This is an optimization exercise on Yosys and OpenROAD, whose aim is small area and a short achievable clock period, not a production implementation.
Only simulation tests tie the RTL to the original design; equivalence was not proved.

==> flow/design.v <==
module Compare_and_Swap
(
input  [7:0] a, b,
output       gt
);
wire [7:0] g = a & ~b;    
wire [7:0] p = a | ~b;    
assign gt = g[7] | p[7] & (g[6] | p[6] & (g[5] | p[5] & (g[4] | p[4] &
           (g[3] | p[3] & (g[2] | p[2] & (g[1] | p[1] & g[0]))))));
endmodule
module Systolic_Array
(
input        clk,
input  [7:0] LC, MC, HC, LD, MD, HD,
output [7:0] Pa, Pb
);
reg [7:0] LA, MA, HA, LB, MB, HB;
reg       lAB, mAB, hAB;              
wire lCD, mCD, hCD;
Compare_and_Swap k0 (LC, LD, lCD);
Compare_and_Swap k1 (MC, MD, mCD);
Compare_and_Swap k2 (HC, HD, hCD);
always @(posedge clk) begin
  LA <= LC; MA <= MC; HA <= HC;
  LB <= LD; MB <= MD; HB <= HD;
  lAB <= lCD; mAB <= mCD; hAB <= hCD;
end
wire lAC, lBC, lBD, mAC, mBC, mBD, hAC, hBC, hBD;
Compare_and_Swap k3 (LA, LC, lAC);
Compare_and_Swap k4 (LB, LC, lBC);
Compare_and_Swap k5 (LB, LD, lBD);
Compare_and_Swap k6 (MA, MC, mAC);
Compare_and_Swap k7 (MB, MC, mBC);
Compare_and_Swap k8 (MB, MD, mBD);
Compare_and_Swap k9 (HA, HC, hAC);
Compare_and_Swap k10 (HB, HC, hBC);
Compare_and_Swap k11 (HB, HD, hBD);
wire [7:0] loa, mda, hia, lob, mdb, hib;
sel3 sa (LA, MA, HA, LB, MB, HB, LC, MC, HC, lAB, lAC, lBC, mAB, mAC, mBC, hAB, hAC, hBC, loa, mda, hia);
sel3 sb (LB, MB, HB, LC, MC, HC, LD, MD, HD, lBC, lBD, lCD, mBC, mBD, mCD, hBC, hBD, hCD, lob, mdb, hib);
med3 fa (loa, mda, hia, Pa);
med3 fb (lob, mdb, hib, Pb);
endmodule
module sel3
(
input  [7:0] Lx, Mx, Hx, Ly, My, Hy, Lz, Mz, Hz,
input        lxy, lxz, lyz, mxy, mxz, myz, hxy, hxz, hyz,
output [7:0] lo, md, hi
);
assign lo = (lxy & lxz) ? Lx : ((~lxy & lyz) ? Ly : Lz);
assign hi = (~hxy & ~hxz) ? Hx : ((hxy & ~hyz) ? Hy : Hz);
wire sy = ~(mxy ^ myz);
wire sx = ~(mxz ^ myz);
assign md = sy ? My : (sx ? Mx : Mz);
endmodule
module med3
(
input  [7:0] x, y, z,
output [7:0] m
);
wire xy, yz, xz;
Compare_and_Swap c0 (x, y, xy);
Compare_and_Swap c1 (y, z, yz);
Compare_and_Swap c2 (x, z, xz);
wire sel_y = ~(xy ^ yz);
wire sel_x = ~(xz ^ yz);
assign m = sel_y ? y : (sel_x ? x : z);
endmodule
module Parallel_filter
(
input [7:0] I_00,I_01,I_02,I_03,I_10,I_11,I_12,I_13,
input clk,rst,
output [7:0] P1,P2,P3,P4
);
wire [7:0] LC0, MC0, HC0, LC1, MC1, HC1, LD0, MD0, HD0, LD1, MD1, HD1;
sort_col sc (I_00, I_01, I_02, I_03, LC0, MC0, HC0, LC1, MC1, HC1);
sort_col sd (I_10, I_11, I_12, I_13, LD0, MD0, HD0, LD1, MD1, HD1);
Systolic_Array top (clk, LC0, MC0, HC0, LD0, MD0, HD0, P1, P2);
Systolic_Array bot (clk, LC1, MC1, HC1, LD1, MD1, HD1, P3, P4);
endmodule
module sort_col
(
input  [7:0] r0, r1, r2, r3,
output [7:0] L0, M0, H0, L1, M1, H1
);
wire g01, g02, g12, g31, g32;
Compare_and_Swap c0 (r0, r1, g01);
Compare_and_Swap c1 (r0, r2, g02);
Compare_and_Swap c2 (r1, r2, g12);
Compare_and_Swap c3 (r3, r1, g31);
Compare_and_Swap c4 (r3, r2, g32);
sort3 s0 (r0, r1, r2, g01, g02, g12, L0, M0, H0);
sort3 s1 (r3, r1, r2, g31, g32, g12, L1, M1, H1);
endmodule
module sort3
(
input  [7:0] x, y, z,
input        gxy, gxz, gyz,
output [7:0] L, M, H
);
wire x_hi = gxy & gxz;
wire x_lo = ~gxy & ~gxz;
wire y_hi = ~gxy & gyz;
wire y_lo = gxy & ~gyz;
assign H = x_hi ? x : (y_hi ? y : z);
assign L = x_lo ? x : (y_lo ? y : z);
assign M = (~x_hi & ~x_lo) ? x : ((~y_hi & ~y_lo) ? y : z);
endmodule
==> flow/run.sh <==
#!/bin/bash
# synth_recipe.tcl (not shown) runs the flow's synth.tcl, then flattens the netlist and writes it again
# the make line also repeats each setting of config.mk as NAME=value (left out here)
make -C /OpenROAD-flow-scripts/flow DESIGN_CONFIG=/design/flow/config.mk WORK_HOME=/design/flow/orfs CLKGATE_MAP_FILE= SYNTH_SCRIPT=/design/flow/synth_recipe.tcl finish
==> flow/config.mk <==
export PLATFORM = sky130hd
export DESIGN_NAME = Parallel_filter
export DESIGN_NICKNAME = Parallel_filter
export VERILOG_FILES = /design/flow/design.v
export SDC_FILE = /design/flow/constraint.sdc
export NUM_CORES = 4
export LEC_CHECK = 0
export ABC_AREA = 1
export CAP_MARGIN = 20
export CORE_MARGIN = 2
export CORE_UTILIZATION = 40
export SLEW_MARGIN = 20
==> flow/constraint.sdc <==
create_clock -name core_clock -period 30.0 [get_ports {clk}]
set_input_delay 6.0000 -clock core_clock [delete_from_list [all_inputs] [get_ports {clk}]]
set_output_delay 6.0000 -clock core_clock [all_outputs]
set_load 0.01 [all_outputs]
==> run_results.csv, run 1 <==
group,metric,value,unit
clocking,h-tree-depth,3,
clocking,postCtsSetupBuffers,0,
timing,hold_viol_final,0,
synthesis,syn_area,14300,sq um
synthesis,syn_avg_cell_area,5.68,sq um
setup_path,cp-end-kind,"primary output",
floorplan,initial_utilization,40.4,%
setup_path,cp_slowest_cell,"o21ai_0",
timing,grt_setup_unrepaired,"no",
clocking,cts_root_buf,"clkbuf_16",
detailed_routing,drt-met1-wl,22600,microns
floorplan,die_x,193,microns
flow_run,cap_viol_max_count,0,
placed_design,dpl.hpwl,42000,microns
timing,setup_viol,0,
grt,antenna_found_initial,0,
synthesis,synth_edf_count,0,
grt,track_usage,27.8,%
floorplan,fp.dieH,193,microns
synthesis,ys.warnings.count,1,
clocking,clk_path_buf_depth,2,
cells_and_area,nFillCells,3835,
detailed_routing,vias,16400,
setup_path,path_class,"in2out",
synthesis,async_reset_ff_share,0,%
detailed_routing,drt_first_pass_iters,5,
status,status,"no timing/DRC/antenna violations",
placed_design,place.gp.congestion,0.926,
setup_path,cpMostUsedCell,"nand2_1",
timing,tightest_slew,1050,ps
detailed_routing,viasPerCell,5.42,
detailed_routing,wirelength,52000,microns
cells_and_area,syn_to_final_growth,9.49,%
floorplan,dieArea,37200,sq um
cells_and_area,seq_area,2040,sq um
detailed_routing,drt-initial-drc-count,1390,
timing,max_slew_margin,29.3,%
synthesis,ys_types,52,
grt,grt_pass1_vias,14800,
clocking,numCtsBuffers,9,
setup_path,worst_ep_required_time,24000,ps
clocking,cts.hold.buffers_added,0,
clocking,clkSinkCount,102,
timing,totalNegativeSetupSlack,0,ps
setup_path,slowest_delay,980,ps
clocking,cts_resized,0,
grt,grt_max_degree,18,
timing,drv_slew,0,
timing,period_share,62.7,%
floorplan,row_count,69,
cells_and_area,layout-drive-gt1-share,12.2,%
detailed_routing,antenna_left,0,
setup_path,worst_ep_arrival_time,12800,ps
cells_and_area,final_util,44.2,%
cells_and_area,finalInstanceArea,15600,sq um
cells_and_area,multi_input_area,10000,sq um
detailed_routing,routed.top_layer,"met4",
detailed_routing,drc,0,
floorplan,design.core.area,35300,sq um
timing,clock.fmax,0.0532,GHz
detailed_routing,wire_per_inst,17.2,microns
synthesis,ys.flop_type,"dfxtp_1",
grt,grt_pass1_wl,81100,microns
placed_design,dpl_cell_area,15300,sq um
clocking,cts_tree,"done",
setup_path,cp_max_fo,14,
setup_path,critPathLaunchType,"input port",
placed_design,port_buffers,96,
timing,period_minus_slack,18800,ps
detailed_routing,wl_met2,25400,microns
synthesis,yosysSeqAreaShare,14.3,%
detailed_routing,wl_met3,2580,microns
hold_path,min_path_type,"in2reg",
synthesis,synth_fp_nets,2593,
cells_and_area,finalNetCount,2642,
synthesis,ys_seq_elements,102,
floorplan,io-pin-count,98,
grt,overflow,0,
synthesis,synthCells,2511,
clocking,path_clk_slew,70,ps
cells_and_area,diodes,0,
synthesized netlist by cell type (3+ instances only):
master	number	share of area (%)
clkbuf_1	3	0.079
o21ai_4	5	0.57
a21oi_1	16	0.56
ha_1	16	1.4
o21ai_1	79	2.8
or2_1	6	0.26
nor2_1	32	0.84
nand3_4	12	1.5
inv_1	369	9.7
nor2_4	3	0.24
nand2_4	23	1.8
o211ai_2	12	1.1
nand3_1	311	11
o21ai_2	52	3.2
o22ai_1	69	3.0
o211ai_1	78	4.1
o21ai_0	84	2.9
a31oi_1	5	0.22
dfxtp_1	102	14
buf_4	20	1.1
nand4_1	8	0.35
inv_2	74	1.9
or2_2	7	0.31
a21oi_4	3	0.34
a22oi_1	5	0.26
nand2_1	916	24
nand3_2	41	2.9
nand3b_1	5	0.26
o221ai_1	35	2.1
o21a_1	6	0.32
or2_0	4	0.18
buf_6	25	2.0
a21oi_2	3	0.18
buf_2	9	0.32
nand2_2	51	2.2
mux2i_1	3	0.21
worst max-delay path: cells and delay by family:
kind                       cells  cell delay, ps
adders and majority gates      1             390
buffers and inverters          7            1960
AOI/OAI and AO/OA             13            2920
and+or+nand+nor               12            1500
stage by stage:
stage / setup slack [ps] / cells / hold slack, ps
final: 11200 / 3025 / 6420
after global placement: 11430 / 3010 / 6780
after CTS: 11300 / 3025 / 6390
after global routing: 10670 / 3025 / 6440
after floorplan: 14010 / 2511 / 6130
after detailed placement: 11320 / 3010 / 6790
path summary, 6_finish.rpt:
| kind | start | to | depth (start not counted) |
|---|---|---|---|
| setup / recovery | I_02[2] | P3[0] | 33 |
| hold / removal | I_10[2] | top.MB[2] | 3 |
registers in the layout, summed over array words and instances, names as in the netlist:
register,flops
top.hAB,1
top.MA,8
bot.HB,8
bot.lAB,1
bot.HA,8
top.HA,8
top.LA,8
top.LB,8
top.HB,8
top.lAB,1
top.MB,8
bot.MB,8
bot.hAB,1
bot.LA,8
bot.mAB,1
bot.MA,8
top.mAB,1
bot.LB,8
area by class of cell:
type | instances | share of cell area (%)
multi-input cells | 1905 | 64.3
flip-flops and latches | 102 | 13.1
inverters | 446 | 10.8
clock inverters | 4 | 0.353
well taps | 461 | 3.69
repair buffers | 96 | 6.16
clock buffers | 11 | 1.62
placed cells by master (no fill, tap or decap), drive strengths merged, types with 2 or more instances in the layout:
cell type and count:
a21boi 2, a21oi 22, a22o 2, a22oi 5, a31oi 6, clkbuf 11, clkdlybuf4s50 96, clkinv 3
dfxtp 102, ha 16, inv 445, mux2i 3, nand2 990, nand3 364, nand3b 6, nand4 8
nor2 37, o211ai 90, o21a 6, o21ai 220, o221ai 35, o22ai 72, or2 17
layer usage:
| metal | vias to the layer above | GRT usage [%] |
|---|---|---|
| met3 | 65 | 2.84 |
| met1 | 7514 | 35.3 |
| met4 | 0 | 8.51 |
| met5 | - | 0 |
| met2 | 526 | 49.2 |
| li1 | 8300 | - |
kinds of logic after synthesis:
kind of cell / after synthesis / synth area share [%]
AO/OA/AOI/OAI: 463 / 22.7
AND/OR/NAND/NOR: 1423 / 46.1
flip-flops: 102 / 14.3
multiplexers: 3 / 0.211
buffers and inverters: 504 / 15.3
adder cells (fa/ha/maj): 16 / 1.40
==> run 2, diff against run 1 <==
--- a/flow/design.v
+++ b/flow/design.v
@@ -49,7 +49,8 @@
 );
-assign lo = (lxy & lxz) ? Lx : ((~lxy & lyz) ? Ly : Lz);
-assign hi = (~hxy & ~hxz) ? Hx : ((hxy & ~hyz) ? Hy : Hz);
-wire sy = ~(mxy ^ myz);
-wire sx = ~(mxz ^ myz);
-assign md = sy ? My : (sx ? Mx : Mz);
+wire ax = lxy & lxz,    ay = ~lxy & lyz,    az = ~lxz & ~lyz;    
+wire bx = ~hxy & ~hxz,  by = hxy & ~hyz,    bz = hxz & hyz;      
+wire cx = mxy ^ mxz,    cy = ~mxy ^ myz,    cz = mxz ^ myz;      
+assign lo = ({8{ax}} & Lx) | ({8{ay}} & Ly) | ({8{az}} & Lz);
+assign hi = ({8{bx}} & Hx) | ({8{by}} & Hy) | ({8{bz}} & Hz);
+assign md = ({8{cx}} & Mx) | ({8{cy}} & My) | ({8{cz}} & Mz);
 endmodule
@@ -64,5 +65,4 @@
 Compare_and_Swap c2 (x, z, xz);
-wire sel_y = ~(xy ^ yz);
-wire sel_x = ~(xz ^ yz);
-assign m = sel_y ? y : (sel_x ? x : z);
+wire sx = xy ^ xz, sy = ~xy ^ yz, sz = xz ^ yz;
+assign m = ({8{sx}} & x) | ({8{sy}} & y) | ({8{sz}} & z);
 endmodule
@@ -100,9 +100,8 @@
 );
-wire x_hi = gxy & gxz;
-wire x_lo = ~gxy & ~gxz;
-wire y_hi = ~gxy & gyz;
-wire y_lo = gxy & ~gyz;
-assign H = x_hi ? x : (y_hi ? y : z);
-assign L = x_lo ? x : (y_lo ? y : z);
-assign M = (~x_hi & ~x_lo) ? x : ((~y_hi & ~y_lo) ? y : z);
+wire hx = gxy & gxz,    hy = ~gxy & gyz,    hz = ~gxz & ~gyz;
+wire lx = ~gxy & ~gxz,  ly = gxy & ~gyz,    lz = gxz & gyz;
+wire mx = gxy ^ gxz,    my = ~gxy ^ gyz,    mz = gxz ^ gyz;
+assign H = ({8{hx}} & x) | ({8{hy}} & y) | ({8{hz}} & z);
+assign L = ({8{lx}} & x) | ({8{ly}} & y) | ({8{lz}} & z);
+assign M = ({8{mx}} & x) | ({8{my}} & y) | ({8{mz}} & z);
 endmodule
==> flow/flow/run.sh (new file) <==
#!/bin/bash
# Own flow: the standard layout (standard.sh) with these changes:
#  - port buffers: buf_1 instead of the default pick.
#  - clock tree: no dummy loads, smaller clock buffers.
# Every tool's output stays in orfs/logs/ and make_flow.log.
set -euo pipefail
W=$PWD
export MY_ABC_SCRIPT=$W/flow/area.abc
sed "s#SYNTH_SCRIPT=[^ ]*#SYNTH_SCRIPT=$W/flow/my_synth.tcl#" standard.sh > my_standard.sh
grep -q "SYNTH_SCRIPT=$W/flow/my_synth.tcl" my_standard.sh
EXTRA=(
  "BUFFER_PORTS_ARGS=-buffer_cell sky130_fd_sc_hd__buf_1"
  "CTS_ARGS=-sink_clustering_enable -repair_clock_nets -dont_use_dummy_load -buf_list {sky130_fd_sc_hd__clkbuf_4 sky130_fd_sc_hd__clkbuf_8}"
)
[[ -f flow/extra.txt ]] && mapfile -t -O ${#EXTRA[@]} EXTRA < flow/extra.txt
bash my_standard.sh "${EXTRA[@]}" finish > make_flow.log 2>&1
==> flow/flow/area.abc (new file) <==
strash
dch -f
amap
topo
upsize -D 6000
dnsize -D 6000
==> flow/flow/my_synth.tcl (new file) <==
proc synth {args} { yosys synth -nofsm -noshare {*}$args }
proc extract_fa {args} { puts "my_synth: extract_fa skipped" }
proc abc {args} {
  set out {}
  set skip 0
  foreach a $args {
    if {$skip} { lappend out $::env(MY_ABC_SCRIPT); set skip 0; continue }
    if {$a eq "-script"} { set skip 1 }
    lappend out $a
  }
  puts "my_synth: abc $out"
  yosys abc {*}$out
}
source $::env(SCRIPTS_DIR)/synth.tcl
# left out here: clear keep_hierarchy, flatten, clean up, hide names made inside functions, write 1_2_yosys.v
==> flow/standard.sh (new file) <==
#!/bin/bash
# synth_recipe.tcl (not shown) runs the flow's synth.tcl, then flattens the netlist and writes it again
# the make line also repeats each setting of config.mk as NAME=value (left out here)
make -C /OpenROAD-flow-scripts/flow DESIGN_CONFIG=/design/flow/config.mk WORK_HOME=/design/flow/orfs CLKGATE_MAP_FILE= SYNTH_SCRIPT=/design/flow/synth_recipe.tcl "${@:-finish}"
--- a/flow/config.mk
+++ b/flow/config.mk
@@ -7,3 +7,2 @@
 export LEC_CHECK = 0
-export ABC_AREA = 1
 export CAP_MARGIN = 20
removed: flow/run.sh
==> run_results.csv, run 2 <==
group,metric,value,unit
setup_path,path_class,"in2out",
synthesis,yosys.area_share.simple,9.71,%
cells_and_area,diodes,0,
floorplan,row_count,57,
clocking,cts_resized,0,
timing,drv_slew,0,
timing,setup_viol,0,
synthesis,yosysTopAreaCell,"dfxtp_1",
clocking,cts_root_buf,"clkbuf_8",
floorplan,fp.dieH,161,microns
synthesis,synth-adder-area-share,0,%
timing,period_share,67.7,%
setup_path,cp.depth,46,
synthesis,ys.warnings.count,1,
hold_path,min_path_type,"in2reg",
setup_path,worst_ep_required_time,24000,ps
setup_path,cpMostUsedCell,"a21oi_1",
grt,antenna_found_initial,0,
clocking,clk_path_buf_depth,2,
cells_and_area,syn_to_final_growth,10.5,%
clocking,postCtsSetupBuffers,0,
hold_path,min_from,"I_13[0]",
timing,clock.fmax,0.0492,GHz
floorplan,dieArea,25900,sq um
floorplan,design.core.area,24200,sq um
setup_path,cp-end-kind,"primary output",
detailed_routing,wirelength,38800,microns
detailed_routing,antenna_left,0,
timing,max_slew_margin,21.0,%
hold_path,hold_path_end,"bot.LB[0]",
synthesis,synthTopCellsByArea,"dfxtp_1 (21%), clkinv_1 (8.8%), a21oi_1 (8.2%)",
synthesis,yosys-top-cells-count,"clkinv_1 (230), a21oi_1 (162), nand2_1 (107)",
synthesis,async_reset_ff_share,0,%
synthesis,synth_fp_nets,1507,
placed_design,dpl_cell_area,10700,sq um
clocking,cts_tree,"done",
placed_design,dpl.hpwl,30900,microns
synthesis,synth_xor_area_share,0,%
timing,totalNegativeSetupSlack,0,ps
cells_and_area,finalInstanceArea,10900,sq um
grt,overflow,0,
placed_design,place.gp.congestion,0.980,
floorplan,initial_utilization,40.6,%
detailed_routing,vias,12600,
placed_design,dpl.cell_count,1878,
synthesis,syn_avg_cell_area,6.84,sq um
synthesis,synthCells,1441,
floorplan,io-pin-count,98,
setup_path,slowest_delay,900,ps
cells_and_area,stdcell_count,1890,
hold_path,whs_path_depth,3,
detailed_routing,drt_first_pass_iters,9,
timing,hold_viol_final,0,
placed_design,port_buffers,96,
detailed_routing,drt-initial-drc-count,1964,
setup_path,worst_ep_arrival_time,14310,ps
flow_run,cap_viol_max_count,0,
timing,grt_setup_unrepaired,"no",
grt,grt_pass1_wl,60800,microns
clocking,h-tree-depth,3,
setup_path,cp_slowest_cell,"a222oi_1",
clocking,path_clk_slew,90,ps
clocking,cts.hold.buffers_added,0,
setup_path,crit_family,"compound AO/OA/AOI/OAI gates",
synthesis,yosysSeqAreaShare,20.7,%
synthesis,synth.top_cell.area_share,20.7,%
timing,period_minus_slack,20310,ps
cells_and_area,layout-drive-gt1-share,7.73,%
setup_path,critPathLaunchType,"input port",
grt,grt_max_degree,17,
cells_and_area,final_util,44.9,%
synthesis,ys.flop_type,"dfxtp_1",
synthesis,synth.most_common_cell,"clkinv_1",
cells_and_area,nFillCells,2626,
synthesis,synth_top_family_by_area,"compound AO/OA/AOI/OAI gates",
synthesis,synth-compound-area-share,57.8,%
cells_and_area,layout_commonest_cell,"clkinv_1",
setup_path,cp_max_fo,9,
timing,tightest_slew,1180,ps
synthesis,ys_types,33,
detailed_routing,viasPerCell,6.67,
cells_and_area,final_cell_mix,"clkinv_1 (230), a21oi_1 (162), nand2_1 (107)",
synthesis,synth_edf_count,0,
detailed_routing,wire_per_inst,20.5,microns
clocking,numCtsBuffers,9,
synthesis,syn_area,9850,sq um
synthesis,synth_mux_area_share,0,%
clocking,clkSinkCount,102,
detailed_routing,drc,0,
status,status,"no timing/DRC/antenna violations",
setup_path,crit_buf_inv,6,
cells_and_area,finalNetCount,1634,
grt,grt_pass1_vias,11100,
synthesis,ys_seq_elements,102,
floorplan,die_x,161,microns
grt,track_usage,28.8,%
run 2: area by class of cell:
type | count | area, sq um | area share (%)
Sequential cell | 102 | 2040 | 18.7
Inverter | 308 | 1160 | 10.6
Tap cell | 324 | 405 | 3.72
Clock buffer | 9 | 124 | 1.14
Multi-Input combinational cell | 1031 | 6660 | 61.1
Timing Repair Buffer | 116 | 508 | 4.66
run 2: tightest hold or removal path, cell delays in order:
cell and delay [ps]:
buf_1 160, a222oi_1 180, clkinv_1 70
run 2: logic make-up after synthesis:
logic type | count (synthesis)
flip-flops | 102
AO/OA/AOI/OAI | 793
buffers and inverters | 308
AND/OR/NAND/NOR | 238
run 2: how the worst max path moves through the flow:
| stage | from | endpoint | slack (ps) |
|---|---|---|---|
| finish | I_12[2] | P2[0] | 9690 |
| floorplan | I_12[1] | P2[0] | 12190 |
| global route | I_12[2] | P2[0] | 8990 |
| CTS | I_11[1] | P2[0] | 10030 |
| global placement | I_12[2] | P2[0] | 10100 |
| detailed placement | I_11[1] | P2[0] | 10070 |
run 2: per-stage QoR:
| step | setup slack, ps | hold WS [ps] |
|---|---|---|
| after global routing | 8990 | 6060 |
| after detailed placement | 10070 | 6440 |
| after CTS | 10030 | 6020 |
| after floorplan | 12190 | 6160 |
| after global placement | 10100 | 6450 |
| final | 9690 | 6060 |
run 2: layer usage:
layer / vias to the layer above / routed length (microns) / track usage, %
met4: 0 / 705 / 7.06
met2: 661 / 17100 / 45.0
li1: 5937 / - / -
met3: 48 / 3580 / 4.42
met5: - / 0 / 0
met1: 5969 / 17400 / 41.6
==> run 3, diff against run 2 <==
==> flow/flow/area.abc (replaced) <==
strash
dc2
dch -f
amap
topo
upsize -D 6000
dnsize -D 6000
==> run_results.csv, run 3 <==
group,metric,value,unit
status,status,"no timing/DRC/antenna violations",
synthesis,yosysTopAreaCell,"dfxtp_1",
synthesis,ys_seq_elements,102,
timing,totalNegativeSetupSlack,0,ps
grt,grt_pass1_vias,11000,
clocking,postCtsSetupBuffers,0,
setup_path,crit_buf_inv,5,
cells_and_area,layout_commonest_cell,"clkinv_1",
setup_path,worst_ep_arrival_time,14160,ps
synthesis,ys.warnings.count,1,
synthesis,ys.flop_type,"dfxtp_1",
synthesis,synth.most_common_cell,"clkinv_1",
synthesis,synth_edf_count,0,
cells_and_area,layout-drive-gt1-share,9.19,%
timing,drv_slew,0,
setup_path,cp_max_fo,9,
timing,grt_setup_unrepaired,"no",
clocking,clk_path_buf_depth,2,
synthesis,synthCells,1385,
flow_run,cap_viol_max_count,0,
floorplan,die_x,160,microns
cells_and_area,final_util,45.1,%
timing,period_minus_slack,20160,ps
floorplan,initial_utilization,40.4,%
setup_path,crit_family,"compound AO/OA/AOI/OAI gates",
detailed_routing,drt-initial-drc-count,1918,
timing,setup_viol,0,
cells_and_area,diodes,0,
floorplan,dieArea,25700,sq um
detailed_routing,antenna_left,0,
timing,clock.fmax,0.0496,GHz
synthesis,synth.top_cell.area_share,20.9,%
grt,grt_max_degree,19,
synthesis,synthTopCellsByArea,"dfxtp_1 (21%), a222oi_1 (9.0%), a21oi_1 (8.4%)",
grt,antenna_found_initial,0,
floorplan,row_count,57,
detailed_routing,drc,0,
synthesis,syn_avg_cell_area,7.05,sq um
clocking,cts_tree,"done",
synthesis,yosysSeqAreaShare,20.9,%
setup_path,cp_slowest_cell,"a222oi_1",
floorplan,design.core.area,24200,sq um
placed_design,port_buffers,96,
clocking,numCtsBuffers,9,
detailed_routing,drt_first_pass_iters,15,
clocking,h-tree-depth,3,
detailed_routing,viasPerCell,6.57,
detailed_routing,wirelength,37400,microns
cells_and_area,finalNetCount,1592,
timing,period_share,67.2,%
timing,max_slew_margin,21.9,%
clocking,cts_resized,0,
timing,hold_viol_final,0,
timing,setup_ws,9840,ps
setup_path,worst_ep_required_time,24000,ps
synthesis,ys_types,42,
synthesis,syn_area,9770,sq um
clocking,clkSinkCount,102,
grt,track_usage,28.3,%
clocking,cts.hold.buffers_added,0,
synthesis,yosys-top-cells-count,"clkinv_1 (205), a21oi_1 (163), dfxtp_1 (102)",
setup_path,path_class,"in2out",
grt,grt_pass1_wl,59600,microns
placed_design,pre_cts_slack,10110,ps
setup_path,slowest_delay,780,ps
setup_path,cp-end-kind,"primary output",
detailed_routing,wire_per_inst,20.2,microns
floorplan,fp.dieH,160,microns
cells_and_area,syn_to_final_growth,11.5,%
hold_path,min_path_type,"in2reg",
setup_path,critPathLaunchType,"input port",
detailed_routing,vias,12100,
cells_and_area,final_cell_mix,"clkinv_1 (205), a21oi_1 (163), dfxtp_1 (102)",
placed_design,place.gp.congestion,0.964,
synthesis,synth_fp_nets,1451,
synthesis,async_reset_ff_share,0,%
placed_design,dpl.hpwl,29800,microns
setup_path,cpMostUsedCell,"a21oi_1",
timing,tightest_slew,1170,ps
grt,overflow,0,
clocking,cts_root_buf,"clkbuf_8",
floorplan,io-pin-count,98,
clocking,path_clk_slew,110,ps
run 3: cell types whose count changed in the layout (fill, tap and decap cells not counted), sizes merged, moves of 8 or more:
cell | before | now
a222oi | 76 | 88
clkinv | 230 | 205
buf | 114 | 127
o21ai | 149 | 108
o221ai | 65 | 54
a221oi | 63 | 77
nand2 | 107 | 99
o22a | 56 | 42
o22ai | 82 | 106
a31oi | 30 | 13
run 3: final cells by class:
| class | count | area, sq um |
|---|---|---|
| fill | 2571 | 13300 |
| multi-input combinational | 994 | 6640 |
| sequential | 102 | 2040 |
| inverter | 289 | 1090 |
| timing repair buffer | 130 | 598 |
| tap | 324 | 405 |
| clock buffer | 9 | 124 |
run 3: worst min-delay path: cells and delay by family:
kind,cells,cell delay [ps]
buffers and inverters,2,210
AO/OA/AOI/OAI,1,210
run 3: worst paths after layout:
| kind | start | to | slack, ps | depth (start not counted) |
|---|---|---|---|---|
| worst min-delay path | I_13[0] | bot.HB[0] | 6040 | 3 |
| worst max-delay path | I_02[1] | P4[2] | 9840 | 45 |
run 3: stage by stage:
| step | area, sq um | hold slack, ps | instances |
|---|---|---|---|
| CTS | 10900 | 6030 | 1842 |
| finish | 10900 | 6040 | 1848 |
| global route | 10900 | 6080 | 1848 |
| global placement | 10700 | 6450 | 1832 |
| floorplan | 9770 | 6160 | 1385 |
| detailed placement | 10700 | 6460 | 1833 |
run 3: routing by layer:
metal	global-route usage, %	wire, microns	part of all wire [%]	up-vias
li1	-	-	-	5828
met4	6.76	608	1.6	0
met5	0	0	0	-
met2	46.6	17200	46	586
met1	38.8	16600	44	5677
met3	4.44	3020	8.1	50
run 3: logic make-up (layout without fill, tap and decap cells):
family	count (synthesis)	in the layout	synth area share, %
AND/OR/NAND/NOR	225	225	9.67
AO/OA/AOI/OAI	769	769	58.3
flip-flops	102	102	20.9
buffers and inverters	289	428	11.1
==> run 4, diff against run 3 <==
==> flow/flow/area.abc (replaced) <==
strash
&get -n
&deepsyn -T 30
&put
dch -f
amap -F 20 -A 40
topo
upsize -D 5500
dnsize -D 5500
==> run_results.csv, run 4 <==
group,metric,value,unit
timing,tightest_slew,1160,ps
detailed_routing,viasPerCell,7.17,
floorplan,initial_utilization,40.6,%
synthesis,yosys-top-cells-count,"a222oi_1 (221), clkinv_1 (182), dfxtp_1 (102)",
synthesis,ys.flop_type,"dfxtp_1",
setup_path,cp-end-kind,"primary output",
setup_path,cpMostUsedCell,"o221ai_1",
detailed_routing,wire_per_inst,22.7,microns
clocking,cts_root_buf,"clkbuf_8",
timing,totalNegativeSetupSlack,0,ps
synthesis,synth_mux_area_share,0,%
synthesis,yosysTopAreaCell,"a222oi_1",
setup_path,worst_ep_arrival_time,13950,ps
timing,clock.fmax,0.0501,GHz
floorplan,dieArea,24100,sq um
floorplan,io-pin-count,98,
grt,grt_max_degree,17,
synthesis,yosysSeqAreaShare,22.3,%
grt,antenna_found_initial,0,
placed_design,dpl.cell_count,1599,
detailed_routing,drt_first_pass_iters,13,
placed_design,port_buffers,96,
synthesis,synthCells,1199,
synthesis,synth_xor_area_share,0,%
synthesis,async_reset_ff_share,0,%
synthesis,synth-adder-area-share,0,%
synthesis,syn_avg_cell_area,7.64,sq um
cells_and_area,diodes,0,
synthesis,ys_types,42,
clocking,cts_tree,"done",
status,status,"no timing/DRC/antenna violations",
clocking,postCtsSetupBuffers,0,
setup_path,slowest_delay,970,ps
grt,grt_pass1_vias,10100,
placed_design,place.gp.congestion,0.958,
clocking,cts_resized,0,
setup_path,cp_slowest_cell,"a222oi_1",
grt,track_usage,29.3,%
timing,grt_setup_unrepaired,"no",
synthesis,ys.warnings.count,1,
timing,hold_viol_final,0,
synthesis,synthTopCellsByArea,"a222oi_1 (24%), dfxtp_1 (22%), o221ai_1 (8.3%)",
synthesis,synth_fp_nets,1265,
detailed_routing,antenna_left,0,
synthesis,ys_seq_elements,102,
synthesis,synth.top_cell.area_share,24.1,%
clocking,path_clk_slew,100,ps
grt,grt_pass1_wl,56700,microns
synthesis,yosys.area_share.simple,11.0,%
cells_and_area,finalNetCount,1393,
synthesis,synth_top_family_by_area,"compound AO/OA/AOI/OAI gates",
timing,setup_viol,0,
setup_path,cp_max_fo,9,
clocking,h-tree-depth,3,
setup_path,worst_ep_required_time,24000,ps
cells_and_area,final_cell_mix,"a222oi_1 (221), clkinv_1 (182), dfxtp_1 (102)",
timing,period_share,66.5,%
timing,drv_slew,0,
synthesis,synth.most_common_cell,"a222oi_1",
clocking,cts.hold.buffers_added,0,
synthesis,synth_edf_count,0,
cells_and_area,layout-drive-gt1-share,10.7,%
cells_and_area,final_util,45.0,%
floorplan,row_count,55,
clocking,clk_path_buf_depth,2,
detailed_routing,vias,11500,
floorplan,die_x,155,microns
floorplan,fp.dieH,155,microns
grt,overflow,0,
timing,max_slew_margin,22.8,%
clocking,clkSinkCount,102,
detailed_routing,drt-initial-drc-count,2499,
timing,period_minus_slack,19950,ps
synthesis,synth-compound-area-share,56.2,%
detailed_routing,drc,0,
synthesis,syn_area,9170,sq um
setup_path,path_class,"in2out",
placed_design,dpl.hpwl,29200,microns
floorplan,design.core.area,22600,sq um
cells_and_area,stdcell_count,1610,
setup_path,critPathLaunchType,"input port",
flow_run,cap_viol_max_count,0,
clocking,numCtsBuffers,9,
cells_and_area,layout_commonest_cell,"a222oi_1",
detailed_routing,wirelength,36500,microns
hold_path,min_path_type,"in2reg",
cells_and_area,syn_to_final_growth,10.8,%
-- run 4: cell types whose count changed in the layout (fill, tap and decap cells not counted), moves of 18 or more --
cell and delta:
o22ai_1 -26, nand2_1 -49, o221ai_1 +34, a222oi_1 +133, o22a_1 -34, nor2_2 +19
a21oi_1 -124, clkinv_1 -23, o221a_1 -18, a221oi_1 -69
-- run 4: cell type report --
class	count	area [sq um]
Sequential cell	102	2040
Timing Repair Buffer	117	513
Fill cell	2364	12400
Clock buffer	9	124
Tap cell	285	357
Inverter	257	965
Multi-Input combinational cell	840	6160
-- run 4: final timing paths --
| kind | start | endpoint | depth (start not counted) |
|---|---|---|---|
| max | I_01[4] | P2[3] | 37 |
| min | I_13[7] | bot.LB[7] | 3 |
-- run 4: kinds of logic after synthesis --
logic type             after synthesis
AO/OA/AOI/OAI                      636
buffers and inverters              257
flip-flops                         102
AND/OR/NAND/NOR                    204
-- run 4: critical path: cells and delay by family --
family	cells	cell delay, ps
buffers and inverters	5	1130
AO/OA/AOI/OAI	25	5590
AND/OR/NAND/NOR	7	1200
-- run 4: routing by layer --
metal  global-route usage, %  wire length [microns]  up-vias
li1                        -                      -     5337
met2                    48.3                  17000      658
met1                    39.3                  15100     5483
met4                    11.3                   1300        0
met3                    3.34                   3140       71
met5                       0                      0        -
-- run 4: through the flow --
| stage | setup slack (ps) | cell area (sq um) | hold WS [ps] |
|---|---|---|---|
| finish | 10050 | 10200 | 6000 |
| global route | 9560 | 10200 | 6060 |
| CTS | 10290 | 10100 | 6010 |
| detailed placement | 10280 | 10000 | 6420 |
| global placement | 10350 | 10000 | 6420 |
| floorplan | 12300 | 9170 | 6140 |
==> run 5, diff against run 4 <==
==> flow/flow/area.abc (replaced) <==
strash
dc2
dch -f
amap -F 20 -A 40
topo
upsize -D 5500
dnsize -D 5500
--- a/flow/config.mk
+++ b/flow/config.mk
@@ -9,3 +9,4 @@
 export CORE_MARGIN = 2
-export CORE_UTILIZATION = 40
+export CORE_UTILIZATION = 55
+export PLACE_DENSITY = 0.7
 export SLEW_MARGIN = 20
==> run_results.csv, run 5 <==
group,metric,value,unit
clocking,postCtsSetupBuffers,0,
detailed_routing,wire_per_inst,22.5,microns
setup_path,cp_slowest_cell,"a222oi_1",
synthesis,synth_mux_area_share,0,%
clocking,h-tree-depth,3,
cells_and_area,nFillCells,1597,
placed_design,pre_cts_slack,10540,ps
cells_and_area,layout_commonest_cell,"a222oi_1",
timing,period_minus_slack,19760,ps
floorplan,initial_utilization,56.3,%
setup_path,critPathLaunchType,"input port",
detailed_routing,antenna_left,0,
synthesis,synth_edf_count,0,
hold_path,hold_path_end,"top.HB[0]",
synthesis,synth-adder-area-share,0,%
synthesis,syn_avg_cell_area,7.61,sq um
timing,max_slew_margin,25.0,%
timing,grt_setup_unrepaired,"no",
grt,track_usage,38.0,%
clocking,path_clk_slew,100,ps
detailed_routing,drt-initial-drc-count,2489,
synthesis,ys_types,31,
setup_path,path_class,"in2out",
setup_path,worst_ep_arrival_time,13760,ps
detailed_routing,viasPerCell,7.59,
floorplan,die_x,134,microns
grt,grt_pass1_vias,10700,
synthesis,synth_xor_area_share,0,%
synthesis,ys_seq_elements,102,
timing,period_share,65.9,%
synthesis,ys.flop_type,"dfxtp_1",
cells_and_area,final_cell_mix,"a222oi_1 (211), clkinv_1 (192), o221ai_1 (121)",
floorplan,io-pin-count,98,
cells_and_area,syn_to_final_growth,8.92,%
clocking,cts_resized,0,
timing,drv_slew,0,
setup_path,cp-startpoint,"I_11[1]",
timing,tightest_slew,1130,ps
synthesis,yosysTopAreaCell,"a222oi_1",
timing,hold_ws,6100,ps
clocking,numCtsBuffers,9,
grt,antenna_found_initial,0,
setup_path,slowest_delay,850,ps
floorplan,fp.dieH,134,microns
setup_path,worst_ep_required_time,24000,ps
grt,grt_pass1_wl,55800,microns
placed_design,dpl.cell_count,1546,
synthesis,yosys-top-cells-count,"a222oi_1 (211), clkinv_1 (192), o221ai_1 (121)",
clocking,cts_root_buf,"clkbuf_8",
synthesis,synth.top_cell.area_share,22.7,%
timing,hold_viol_final,0,
synthesis,synth-compound-area-share,59.3,%
grt,overflow,0,
synthesis,yosys.area_share.simple,7.34,%
timing,setup_viol,0,
status,status,"no timing/DRC/antenna violations",
clocking,cts.hold.buffers_added,0,
clocking,clk_path_buf_depth,2,
detailed_routing,drt_first_pass_iters,13,
clocking,cts_tree,"done",
synthesis,async_reset_ff_share,0,%
synthesis,synth.most_common_cell,"a222oi_1",
detailed_routing,wirelength,35000,microns
cells_and_area,finalNetCount,1406,
detailed_routing,vias,11800,
synthesis,yosysSeqAreaShare,22.0,%
timing,clock.fmax,0.0506,GHz
hold_path,min_path_type,"in2reg",
floorplan,dieArea,18000,sq um
timing,setup_ws,10240,ps
cells_and_area,layout-drive-gt1-share,9.12,%
placed_design,place.gp.congestion,0.994,
floorplan,design.core.area,16500,sq um
synthesis,syn_area,9300,sq um
detailed_routing,drc,0,
hold_path,whs_path_depth,3,
grt,grt_max_degree,16,
synthesis,ys.warnings.count,1,
synthesis,synthCells,1222,
placed_design,port_buffers,96,
synthesis,synthTopCellsByArea,"a222oi_1 (23%), dfxtp_1 (22%), o221ai_1 (11%)",
placed_design,dpl.hpwl,26300,microns
timing,totalNegativeSetupSlack,0,ps
hold_path,min_from,"I_10[0]",
setup_path,cp_max_fo,9,
floorplan,row_count,47,
clocking,clkSinkCount,102,
cells_and_area,diodes,0,
synthesis,synth_fp_nets,1288,
setup_path,cp-end-kind,"primary output",
setup_path,cpMostUsedCell,"o221ai_1",
synthesis,synth_top_family_by_area,"compound AO/OA/AOI/OAI gates",
cells_and_area,stdcell_count,1558,
flow_run,cap_viol_max_count,0,
[run 5: logic make-up after synthesis]
kind of cell,count (synthesis)
AOI/OAI and AO/OA,686
buffers and inverters,282
and+or+nand+nor,152
DFF,102
[run 5: routing by layer]
metal | track usage [%] | share of wire, % | wire length (microns) | vias up
li1 | - | - | - | 5453
met2 | 62.5 | 46 | 16000 | 812
met1 | 46.4 | 38 | 13300 | 5408
met5 | 0 | 0 | 0 | -
met4 | 24.3 | 6.2 | 2170 | 0
met3 | 5.97 | 10 | 3520 | 150
[run 5: worst max path at each step]
stage | to | slack (ps) | cells past startpoint
floorplan | P1[7] | 12630 | 40
global placement | P2[3] | 10630 | 44
detailed placement | P2[4] | 10540 | 42
CTS | P2[4] | 10500 | 42
global route | P2[2] | 9390 | 49
finish | P2[3] | 10240 | 42
[run 5: per-stage QoR]
stage	area [sq um]	utilization, %
2_1_floorplan	9300	-
3_3_place_gp	9980	60.4
3_5_place_dp	9990	60.4
4_1_cts	10100	61.2
5_1_grt	10100	61.3
6_report	10100	61.3
[run 5: area by class of cell]
cell class | count | area, sq um | share of cell area [%]
multi-input combinational | 838 | 6190 | 61.2
inverter | 282 | 1060 | 10.5
sequential | 102 | 2040 | 20.2
timing repair buffer | 107 | 430 | 4.25
tap | 220 | 275 | 2.72
clock buffer | 9 | 124 | 1.22
[run 5: critical path: cells and delay by family]
kind / cells / cell delay (ps)
compound gates: 31 / 5510
buf+inv: 7 / 1360
simple gates: 4 / 860
==> run 6, diff against run 5 <==
==> flow/flow/area.abc (replaced) <==
strash
dc2
dch -f
amap -F 20 -A 40
topo
upsize -D 5000
dnsize -D 5000
--- a/flow/config.mk
+++ b/flow/config.mk
@@ -9,4 +9,3 @@
 export CORE_MARGIN = 2
-export CORE_UTILIZATION = 55
-export PLACE_DENSITY = 0.7
+export CORE_UTILIZATION = 40
 export SLEW_MARGIN = 20
==> run_results.csv, run 6 <==
group,metric,value,unit
timing,hold_viol_final,0,
setup_path,worst_ep_required_time,24000,ps
grt,overflow,0,
grt,grt_pass1_vias,10300,
clocking,h-tree-depth,3,
setup_path,critPathLaunchType,"input port",
timing,tightest_slew,1250,ps
synthesis,ys.warnings.count,1,
floorplan,io-pin-count,98,
timing,period_share,65.4,%
setup_path,path_class,"in2out",
flow_run,cap_viol_max_count,0,
clocking,postCtsSetupBuffers,0,
cells_and_area,diodes,0,
grt,grt_max_degree,17,
timing,drv_slew,0,
clocking,clk_path_buf_depth,2,
synthesis,synth.most_common_cell,"a222oi_1",
setup_path,slowest_delay,730,ps
cells_and_area,multi_input_area,6190,sq um
timing,period_minus_slack,19610,ps
hold_path,min_path_type,"in2reg",
detailed_routing,drt-initial-drc-count,2413,
synthesis,synth_edf_count,0,
detailed_routing,viasPerCell,7.27,
placed_design,port_buffers,96,
synthesis,ys_seq_elements,102,
synthesis,yosys-top-cells-count,"a222oi_1 (211), clkinv_1 (192), o221ai_1 (121)",
clocking,cts_root_buf,"clkbuf_8",
synthesis,syn_area,9300,sq um
synthesis,yosysSeqAreaShare,22.0,%
setup_path,cpMostUsedCell,"o221ai_1",
cells_and_area,finalNetCount,1411,
timing,setup_viol,0,
detailed_routing,drc,0,
grt,antenna_found_initial,0,
setup_path,cp_max_fo,10,
synthesis,synth_fp_nets,1288,
detailed_routing,vias,11800,
detailed_routing,drt_first_pass_iters,12,
timing,clock.fmax,0.0510,GHz
grt,track_usage,27.9,%
synthesis,synthTopCellsByArea,"a222oi_1 (23%), dfxtp_1 (22%), o221ai_1 (11%)",
synthesis,ys_types,31,
floorplan,initial_utilization,40.9,%
cells_and_area,syn_to_final_growth,10.3,%
timing,max_slew_margin,16.7,%
cells_and_area,layout_commonest_cell,"a222oi_1",
cells_and_area,seq_area,2040,sq um
detailed_routing,wirelength,35400,microns
cells_and_area,nFillCells,2333,
floorplan,dieArea,24500,sq um
floorplan,design.core.area,22700,sq um
synthesis,syn_avg_cell_area,7.61,sq um
detailed_routing,antenna_left,0,
floorplan,die_x,156,microns
placed_design,dpl.hpwl,27300,microns
floorplan,fp.dieH,156,microns
clocking,path_clk_slew,70,ps
timing,grt_setup_unrepaired,"no",
detailed_routing,wire_per_inst,21.7,microns
placed_design,dpl_cell_area,10100,sq um
synthesis,ys.flop_type,"dfxtp_1",
cells_and_area,final_cell_mix,"a222oi_1 (211), clkinv_1 (192), o221ai_1 (121)",
clocking,numCtsBuffers,9,
cells_and_area,layout-drive-gt1-share,9.46,%
floorplan,row_count,55,
placed_design,place.gp.congestion,0.987,
synthesis,async_reset_ff_share,0,%
setup_path,cp_slowest_cell,"a222oi_1",
cells_and_area,finalInstanceArea,10300,sq um
grt,grt_pass1_wl,54900,microns
setup_path,worst_ep_arrival_time,13610,ps
clocking,cts.hold.buffers_added,0,
setup_path,cp-end-kind,"primary output",
cells_and_area,final_util,45.1,%
synthesis,synth.top_cell.area_share,22.7,%
clocking,cts_resized,0,
synthesis,synthCells,1222,
synthesis,yosysTopAreaCell,"a222oi_1",
clocking,clkSinkCount,102,
timing,totalNegativeSetupSlack,0,ps
clocking,cts_tree,"done",
status,status,"no timing/DRC/antenna violations",
run 6: logic make-up (layout without fill, tap and decap cells):
logic type / count (synthesis) / in the layout / synth area share (%)
DFF: 102 / 102 / 22.0
AOI/OAI and AO/OA: 686 / 686 / 59.3
and+or+nand+nor: 152 / 152 / 7.34
buffers and inverters: 282 / 403 / 11.4
run 6: layout make-up:
| type | count | share of cell area, % |
|---|---|---|
| Multi-Input combinational cell | 838 | 60.4 |
| Inverter | 282 | 10.3 |
| Clock buffer | 9 | 1.21 |
| Sequential cell | 102 | 19.9 |
| Timing Repair Buffer | 112 | 4.64 |
| Tap cell | 285 | 3.48 |
run 6: per-layer routing:
metal  wire, microns  vias to the layer above  share of wire, %  GRT usage [%]
met3            4140                       51                12           5.46
met4             531                        0               1.5           6.90
li1                -                     5476                 -              -
met2           14700                      757                42           39.9
met5               0                        -                 0              0
met1           16000                     5556                45           42.4
run 6: metrics by stage:
step,setup slack (ps),hold slack [ps],std cells
floorplan,12630,6150,1222
global placement,10660,6470,1617
detailed placement,10590,6460,1619
CTS,10560,6090,1628
global route,9740,6130,1628
finish,10390,6130,1628
run 6: path summary, 6_finish.rpt:
path | to | cells after the start | slack, ps | startpoint
min | top.HB[0] | 3 | 6130 | I_10[0]
max | P2[7] | 39 | 10390 | I_11[3]
run 6: worst max-delay path: cells and delay by family:
kind            cells  cell delay [ps]
simple gates        3              780
compound gates     28             5340
buf+inv             8             1490
==> run 7, diff against run 6 <==
==> flow/flow/area.abc (replaced) <==
strash
dc2
dch -f
amap -F 20 -A 40
topo
upsize -D 5500
dnsize -D 5500
--- a/flow/config.mk
+++ b/flow/config.mk
@@ -10,2 +10,3 @@
 export CORE_UTILIZATION = 40
+export GPL_TIMING_DRIVEN = 0
 export SLEW_MARGIN = 20
==> run_results.csv, run 7 <==
group,metric,value,unit
status,status,"no timing/DRC/antenna violations",
placed_design,port_buffers,96,
detailed_routing,drt-initial-drc-count,2381,
detailed_routing,drc,0,
synthesis,synthCells,1222,
clocking,postCtsSetupBuffers,0,
setup_path,path_class,"in2out",
floorplan,dieArea,24500,sq um
timing,tightest_slew,1200,ps
synthesis,yosys-top-cells-count,"a222oi_1 (211), clkinv_1 (192), o221ai_1 (121)",
timing,setup_viol,0,
setup_path,cp_slowest_cell,"a222oi_1",
grt,antenna_found_initial,0,
floorplan,row_count,55,
floorplan,fp.dieH,156,microns
clocking,clk_path_buf_depth,2,
synthesis,ys.flop_type,"dfxtp_1",
hold_path,min_path_type,"in2reg",
synthesis,synth_edf_count,0,
setup_path,worst_ep_arrival_time,13710,ps
flow_run,cap_viol_max_count,0,
clocking,path_clk_slew,70,ps
synthesis,synth.most_common_cell,"a222oi_1",
cells_and_area,final_cell_mix,"a222oi_1 (211), clkinv_1 (192), o221ai_1 (121)",
cells_and_area,diodes,0,
cells_and_area,finalNetCount,1407,
cells_and_area,layout-drive-gt1-share,9.19,%
clocking,cts_tree,"done",
synthesis,ys_types,31,
placed_design,dpl.hpwl,27200,microns
grt,grt_pass1_vias,10300,
timing,period_share,65.7,%
placed_design,place.gp.congestion,0.992,
grt,grt_max_degree,17,
grt,overflow,0,
setup_path,cp-end-kind,"primary output",
detailed_routing,wirelength,35300,microns
setup_path,worst_ep_required_time,24000,ps
clocking,clkSinkCount,102,
cells_and_area,layout_commonest_cell,"a222oi_1",
floorplan,io-pin-count,98,
timing,grt_setup_unrepaired,"no",
detailed_routing,vias,11700,
setup_path,critPathLaunchType,"input port",
synthesis,ys_seq_elements,102,
timing,clock.fmax,0.0507,GHz
synthesis,yosysTopAreaCell,"a222oi_1",
synthesis,syn_area,9300,sq um
grt,grt_pass1_wl,54800,microns
cells_and_area,syn_to_final_growth,9.72,%
clocking,cts_root_buf,"clkbuf_8",
setup_path,cpMostUsedCell,"o221ai_1",
clocking,cts.hold.buffers_added,0,
detailed_routing,antenna_left,0,
timing,max_slew_margin,19.8,%
setup_path,slowest_delay,850,ps
synthesis,yosysSeqAreaShare,22.0,%
timing,drv_slew,0,
synthesis,synthTopCellsByArea,"a222oi_1 (23%), dfxtp_1 (22%), o221ai_1 (11%)",
setup_path,crit_buf_inv,7,
detailed_routing,drt_first_pass_iters,13,
synthesis,ys.warnings.count,1,
clocking,h-tree-depth,3,
timing,hold_ws,6130,ps
timing,hold_viol_final,0,
clocking,numCtsBuffers,9,
floorplan,die_x,156,microns
setup_path,crit_family,"compound AO/OA/AOI/OAI gates",
grt,track_usage,28.0,%
synthesis,syn_avg_cell_area,7.61,sq um
floorplan,design.core.area,22700,sq um
detailed_routing,wire_per_inst,21.7,microns
timing,totalNegativeSetupSlack,0,ps
synthesis,synth_fp_nets,1288,
cells_and_area,final_util,44.9,%
timing,period_minus_slack,19710,ps
setup_path,cp_max_fo,10,
synthesis,async_reset_ff_share,0,%
cells_and_area,nFillCells,2374,
clocking,cts_resized,0,
floorplan,initial_utilization,40.9,%
synthesis,synth.top_cell.area_share,22.7,%
detailed_routing,viasPerCell,7.22,
## run 7: cell type report
cell class / instances / area, sq um / share of cell area [%]
Multi-Input combinational cell: 838 / 6190 / 60.7
Sequential cell: 102 / 2040 / 20.0
Inverter: 282 / 1060 / 10.4
Timing Repair Buffer: 108 / 423 / 4.15
Tap cell: 285 / 357 / 3.50
Clock buffer: 9 / 124 / 1.21
## run 7: logic make-up (layout without fill, tap and decap cells)
kind of cell           Yosys count  count (layout)  share of synthesized area (%)
and+or+nand+nor                152             152                           7.34
buffers and inverters          282             399                           11.4
AOI/OAI and AO/OA              686             686                           59.3
DFF                            102             102                           22.0
## run 7: metrics by stage
step / std cells / instance area, sq um / setup WS [ps]
floorplan: 1222 / 9300 / 12630
global placement: 1603 / 10000 / 10640
detailed placement: 1609 / 10000 / 10600
CTS: 1618 / 10200 / 10590
global route: 1624 / 10200 / 9690
finish: 1624 / 10200 / 10290
## run 7: layer usage
layer	vias to the layer above	GRT usage, %	part of all wire (%)
met4	0	8.04	1.9
met5	-	0	0
met1	5468	41.1	45
met3	61	8.14	12
li1	5474	-	-
met2	716	39.2	41
## run 7: worst paths after layout
check,startpoint,cells after the start,end
worst max-delay path,I_11[3],42,P2[5]
worst min-delay path,I_10[0],3,top.HB[0]
==> run 8, diff against run 7 <==
--- a/flow/config.mk
+++ b/flow/config.mk
@@ -10,3 +10,2 @@
 export CORE_UTILIZATION = 40
-export GPL_TIMING_DRIVEN = 0
 export SLEW_MARGIN = 20
==> run_results.csv, run 8 <==
group,metric,value,unit
cells_and_area,multi_input_area,6190,sq um
synthesis,ys.warnings.count,1,
synthesis,synthCells,1222,
cells_and_area,syn_to_final_growth,10.3,%
synthesis,async_reset_ff_share,0,%
detailed_routing,viasPerCell,7.27,
grt,grt_max_degree,17,
placed_design,pre_cts_slack,10590,ps
clocking,cts_root_buf,"clkbuf_8",
clocking,numCtsBuffers,9,
setup_path,cp_max_fo,10,
grt,overflow,0,
detailed_routing,drt-initial-drc-count,2413,
clocking,clkSinkCount,102,
floorplan,fp.dieH,156,microns
cells_and_area,layout-drive-gt1-share,9.46,%
setup_path,critPathLaunchType,"input port",
clocking,clk_path_buf_depth,2,
cells_and_area,nFillCells,2333,
cells_and_area,finalNetCount,1411,
synthesis,yosysSeqAreaShare,22.0,%
setup_path,cp-startpoint,"I_11[3]",
clocking,cts_resized,0,
timing,setup_viol,0,
grt,antenna_found_initial,0,
detailed_routing,antenna_left,0,
synthesis,synth_edf_count,0,
setup_path,slowest_delay,730,ps
synthesis,yosys-top-cells-count,"a222oi_1 (211), clkinv_1 (192), o221ai_1 (121)",
grt,track_usage,27.9,%
setup_path,path_class,"in2out",
floorplan,initial_utilization,40.9,%
setup_path,crit_path_end,"P2[7]",
setup_path,cpMostUsedCell,"o221ai_1",
detailed_routing,drc,0,
timing,setup_ws,10390,ps
timing,period_minus_slack,19610,ps
placed_design,place.gp.congestion,0.987,
clocking,cts_tree,"done",
detailed_routing,vias,11800,
synthesis,synth.top_cell.area_share,22.7,%
cells_and_area,seq_area,2040,sq um
setup_path,cp_slowest_cell,"a222oi_1",
timing,hold_viol_final,0,
synthesis,synth_fp_nets,1288,
flow_run,cap_viol_max_count,0,
timing,max_slew_margin,16.7,%
setup_path,cp-end-kind,"primary output",
detailed_routing,wire_per_inst,21.7,microns
synthesis,synthTopCellsByArea,"a222oi_1 (23%), dfxtp_1 (22%), o221ai_1 (11%)",
synthesis,ys_types,31,
floorplan,dieArea,24500,sq um
clocking,cts.hold.buffers_added,0,
cells_and_area,layout_commonest_cell,"a222oi_1",
placed_design,port_buffers,96,
detailed_routing,drt_first_pass_iters,12,
synthesis,syn_area,9300,sq um
cells_and_area,final_cell_mix,"a222oi_1 (211), clkinv_1 (192), o221ai_1 (121)",
synthesis,ys.flop_type,"dfxtp_1",
hold_path,min_path_type,"in2reg",
status,status,"no timing/DRC/antenna violations",
timing,grt_setup_unrepaired,"no",
clocking,path_clk_slew,70,ps
timing,totalNegativeSetupSlack,0,ps
hold_path,min_from,"I_10[0]",
clocking,postCtsSetupBuffers,0,
setup_path,worst_ep_arrival_time,13610,ps
synthesis,ys_seq_elements,102,
timing,clock.fmax,0.0510,GHz
setup_path,worst_ep_required_time,24000,ps
cells_and_area,diodes,0,
clocking,h-tree-depth,3,
timing,drv_slew,0,
synthesis,synth.most_common_cell,"a222oi_1",
floorplan,design.core.area,22700,sq um
timing,tightest_slew,1250,ps
grt,grt_pass1_vias,10300,
grt,grt_pass1_wl,54900,microns
synthesis,yosysTopAreaCell,"a222oi_1",
floorplan,die_x,156,microns
timing,period_share,65.4,%
placed_design,dpl.hpwl,27300,microns
floorplan,row_count,55,
floorplan,io-pin-count,98,
synthesis,syn_avg_cell_area,7.61,sq um
detailed_routing,wirelength,35400,microns
-- run 8: cell counts after synthesis --
Identical to the previous run, type by type.
-- run 8: how the worst min path moves through the flow --
stage	to	slack [ps]	cells past startpoint
after global placement	top.HB[0]	6470	3
after CTS	top.HB[0]	6090	3
after detailed placement	top.HB[0]	6460	3
after floorplan	bot.HB[0]	6150	2
after global routing	top.HB[0]	6130	3
final	top.HB[0]	6130	3
-- run 8: area by class of cell --
cell class / count / share of cell area (%)
clock buffer: 9 / 1.21
inverter: 282 / 10.3
multi-input combinational: 838 / 60.4
sequential: 102 / 19.9
tap: 285 / 3.48
timing repair buffer: 112 / 4.64
-- run 8: layer usage --
layer	vias to the layer above	part of all wire, %	global-route usage (%)
met5	-	0	0
met4	0	1.5	6.90
met3	51	12	5.46
met2	757	42	39.9
met1	5556	45	42.4
li1	5476	-	-
-- run 8: metrics by stage --
stage,hold slack (ps),util [%],cell area [sq um],std cells
CTS,6090,45.1,10300,1628
global route,6130,45.1,10300,1628
floorplan,6150,-,9300,1222
detailed placement,6460,44.6,10100,1619
finish,6130,45.1,10300,1628
global placement,6470,44.6,10100,1617
-- run 8: kinds of logic (layout without fill, tap and decap cells) --
logic type             count (synthesis)  count (layout)  synth area share (%)
AOI/OAI and AO/OA                    686             686                  59.3
and+or+nand+nor                      152             152                  7.34
DFF                                  102             102                  22.0
buffers and inverters                282             403                  11.4
-- run 8: critical path, delay by kind of cell --
kind,cells,cell delay [ps]
simple gates,3,780
buf+inv,8,1490
compound gates,28,5340
==> run 9, diff against run 8 <==
--- a/flow/config.mk
+++ b/flow/config.mk
@@ -10,2 +10,2 @@
 export CORE_UTILIZATION = 40
-export SLEW_MARGIN = 20
+export SLEW_MARGIN = 60
==> run_results.csv, run 9 <==
group,metric,value,unit
status,status,"no timing/DRC/antenna violations",
synthesis,synth.most_common_cell,"a222oi_1",
floorplan,fp.dieH,156,microns
setup_path,cpMostUsedCell,"o221ai_1",
timing,setup_viol,0,
synthesis,synth_edf_count,0,
setup_path,cp-startpoint,"I_11[1]",
cells_and_area,finalNetCount,1587,
setup_path,worst_ep_arrival_time,13160,ps
hold_path,min_path_type,"in2reg",
timing,setup_ws,10840,ps
setup_path,critPathLaunchType,"input port",
timing,clock.fmax,0.0522,GHz
synthesis,synth_fp_nets,1288,
synthesis,async_reset_ff_share,0,%
clocking,numCtsBuffers,9,
timing,hold_viol_final,0,
placed_design,place.gp.congestion,0.987,
placed_design,pre_cts_slack,10940,ps
cells_and_area,layout-drive-gt1-share,10.7,%
grt,track_usage,28.1,%
detailed_routing,drc,0,
flow_run,cap_viol_max_count,0,
setup_path,path_class,"in2out",
grt,grt_pass1_wl,55900,microns
synthesis,yosysTopAreaCell,"a222oi_1",
timing,period_minus_slack,19160,ps
setup_path,cp-end-kind,"primary output",
cells_and_area,diodes,0,
synthesis,yosys-top-cells-count,"a222oi_1 (211), clkinv_1 (192), o221ai_1 (121)",
timing,max_slew_margin,58.3,%
timing,drv_slew,0,
detailed_routing,vias,12500,
grt,antenna_found_initial,0,
floorplan,die_x,156,microns
detailed_routing,wire_per_inst,20.1,microns
synthesis,syn_area,9300,sq um
synthesis,ys_types,31,
synthesis,synthTopCellsByArea,"a222oi_1 (23%), dfxtp_1 (22%), o221ai_1 (11%)",
synthesis,synthCells,1222,
cells_and_area,final_cell_mix,"buf_1 (227), a222oi_1 (211), clkinv_1 (192)",
floorplan,row_count,55,
placed_design,dpl.hpwl,27800,microns
placed_design,port_buffers,96,
synthesis,ys.flop_type,"dfxtp_1",
synthesis,synth.top_cell.area_share,22.7,%
timing,tightest_slew,625,ps
clocking,clkSinkCount,102,
timing,grt_setup_unrepaired,"no",
hold_path,min_from,"I_10[0]",
cells_and_area,syn_to_final_growth,20.9,%
synthesis,syn_avg_cell_area,7.61,sq um
synthesis,ys_seq_elements,102,
timing,period_share,63.9,%
clocking,cts_tree,"done",
setup_path,worst_ep_required_time,24000,ps
clocking,clk_path_buf_depth,2,
clocking,postCtsSetupBuffers,0,
grt,grt_max_degree,17,
grt,overflow,0,
cells_and_area,nFillCells,2279,
cells_and_area,seq_area,2040,sq um
detailed_routing,drt_first_pass_iters,11,
cells_and_area,layout_commonest_cell,"buf_1",
setup_path,slowest_delay,530,ps
detailed_routing,viasPerCell,6.93,
grt,grt_pass1_vias,10800,
hold_path,whs_path_depth,3,
floorplan,io-pin-count,98,
detailed_routing,antenna_left,0,
clocking,path_clk_slew,100,ps
clocking,cts.hold.buffers_added,0,
synthesis,ys.warnings.count,1,
floorplan,initial_utilization,40.9,%
clocking,cts_resized,0,
floorplan,design.core.area,22700,sq um
hold_path,hold_path_end,"top.LB[0]",
clocking,cts_root_buf,"clkbuf_8",
detailed_routing,drt-initial-drc-count,2552,
clocking,h-tree-depth,3,
cells_and_area,multi_input_area,6240,sq um
detailed_routing,wirelength,36200,microns
floorplan,dieArea,24500,sq um
timing,totalNegativeSetupSlack,0,ps
synthesis,yosysSeqAreaShare,22.0,%
setup_path,cp_max_fo,9,
setup_path,cp_slowest_cell,"a222oi_1",
-- run 9: kinds of logic after synthesis --
| logic type | count (synthesis) | share of synthesized area (%) |
|---|---|---|
| buf+inv | 282 | 11.4 |
| flops | 102 | 22.0 |
| compound gates | 686 | 59.3 |
| simple gates | 152 | 7.34 |
-- run 9: how the worst max path moves through the flow --
stage / slack, ps / end / cells past startpoint
floorplan: 12630 / P1[7] / 40
global placement: 10660 / P2[7] / 44
detailed placement: 10940 / P2[7] / 44
CTS: 10940 / P2[7] / 44
global route: 10200 / P2[4] / 44
finish: 10840 / P2[7] / 47
-- run 9: routing by layer --
metal | up-vias | wire [microns] | GRT usage, %
li1 | 5840 | - | -
met1 | 5793 | 15700 | 41.5
met2 | 810 | 15300 | 41.0
met3 | 54 | 4600 | 5.87
met4 | 0 | 652 | 7.78
met5 | - | 0 | 0
-- run 9: layout make-up --
class,count,share of cell area [%]
tap,285,3.17
multi-input combinational,838,55.5
sequential,102,18.2
clock buffer,9,1.10
inverter,282,9.44
timing repair buffer,288,12.6
-- run 9: worst max-delay path, delay by kind of cell --
family / cells / cell delay (ps)
AOI/OAI and AO/OA: 32 / 4460
and+or+nand+nor: 5 / 910
buffers and inverters: 10 / 1750
-- run 9: per-stage QoR --
stage	std cells	instance area, sq um	hold WS, ps	utilization (%)
floorplan	1222	9300	6150	-
global placement	1617	10100	6470	44.6
detailed placement	1772	10800	6470	47.5
CTS	1781	10900	6080	48.1
global route	1804	11200	6120	49.5
finish	1804	11200	6150	49.5

static timing again, ports no longer ideal:
Ports are ideal in the flow. The routed layouts listed here were re-timed in OpenROAD.
Step 1 sets driving cells, clkbuf_16 on the clock port and buf_2 on the other inputs (assumed; they add their load-dependent delay and slew).
Step 2 times the ports against the registers' clock, not the clock port: input delays grow and output delays shrink by t, the midpoint of the rising clock arrivals with the driver on.
Slacks: ideal ports / drivers / drivers and shift; pairs: ideal ports / drivers.
run	t, ns	setup WS [ns]	hold slack, ns	worst data-port slew with drivers (ns)	pins driven straight from the clock port
run 1	0.426	11.199 / 11.172 / 11.172	6.415 / 6.382 / 6.808	0.07	1
run 2	0.430	9.689 / 9.650 / 9.650	6.060 / 6.046 / 6.476	0.07	1
run 3	0.428	9.837 / 9.815 / 9.815	6.045 / 6.024 / 6.453	0.07	1
run 4	0.417	10.047 / 10.022 / 10.022	6.003 / 5.983 / 6.400	0.07	1
run 5	0.420	10.242 / 10.219 / 10.219	6.097 / 6.077 / 6.498	0.04	1
run 6	0.415	10.389 / 10.359 / 10.359	6.130 / 6.108 / 6.523	0.04	1
run 7	0.417	10.291 / 10.260 / 10.260	6.129 / 6.107 / 6.524	0.04	1
run 8	0.415	10.389 / 10.359 / 10.359	6.130 / 6.108 / 6.523	0.04	1
run 9	0.407	10.841 / 10.816 / 10.816	6.147 / 6.123 / 6.531	0.04	1
After both steps setup and hold are still met in every run listed. The setup slack of run 2, which loses most, moves by -0.039 ns with the drivers and by -0.039 ns with both steps.
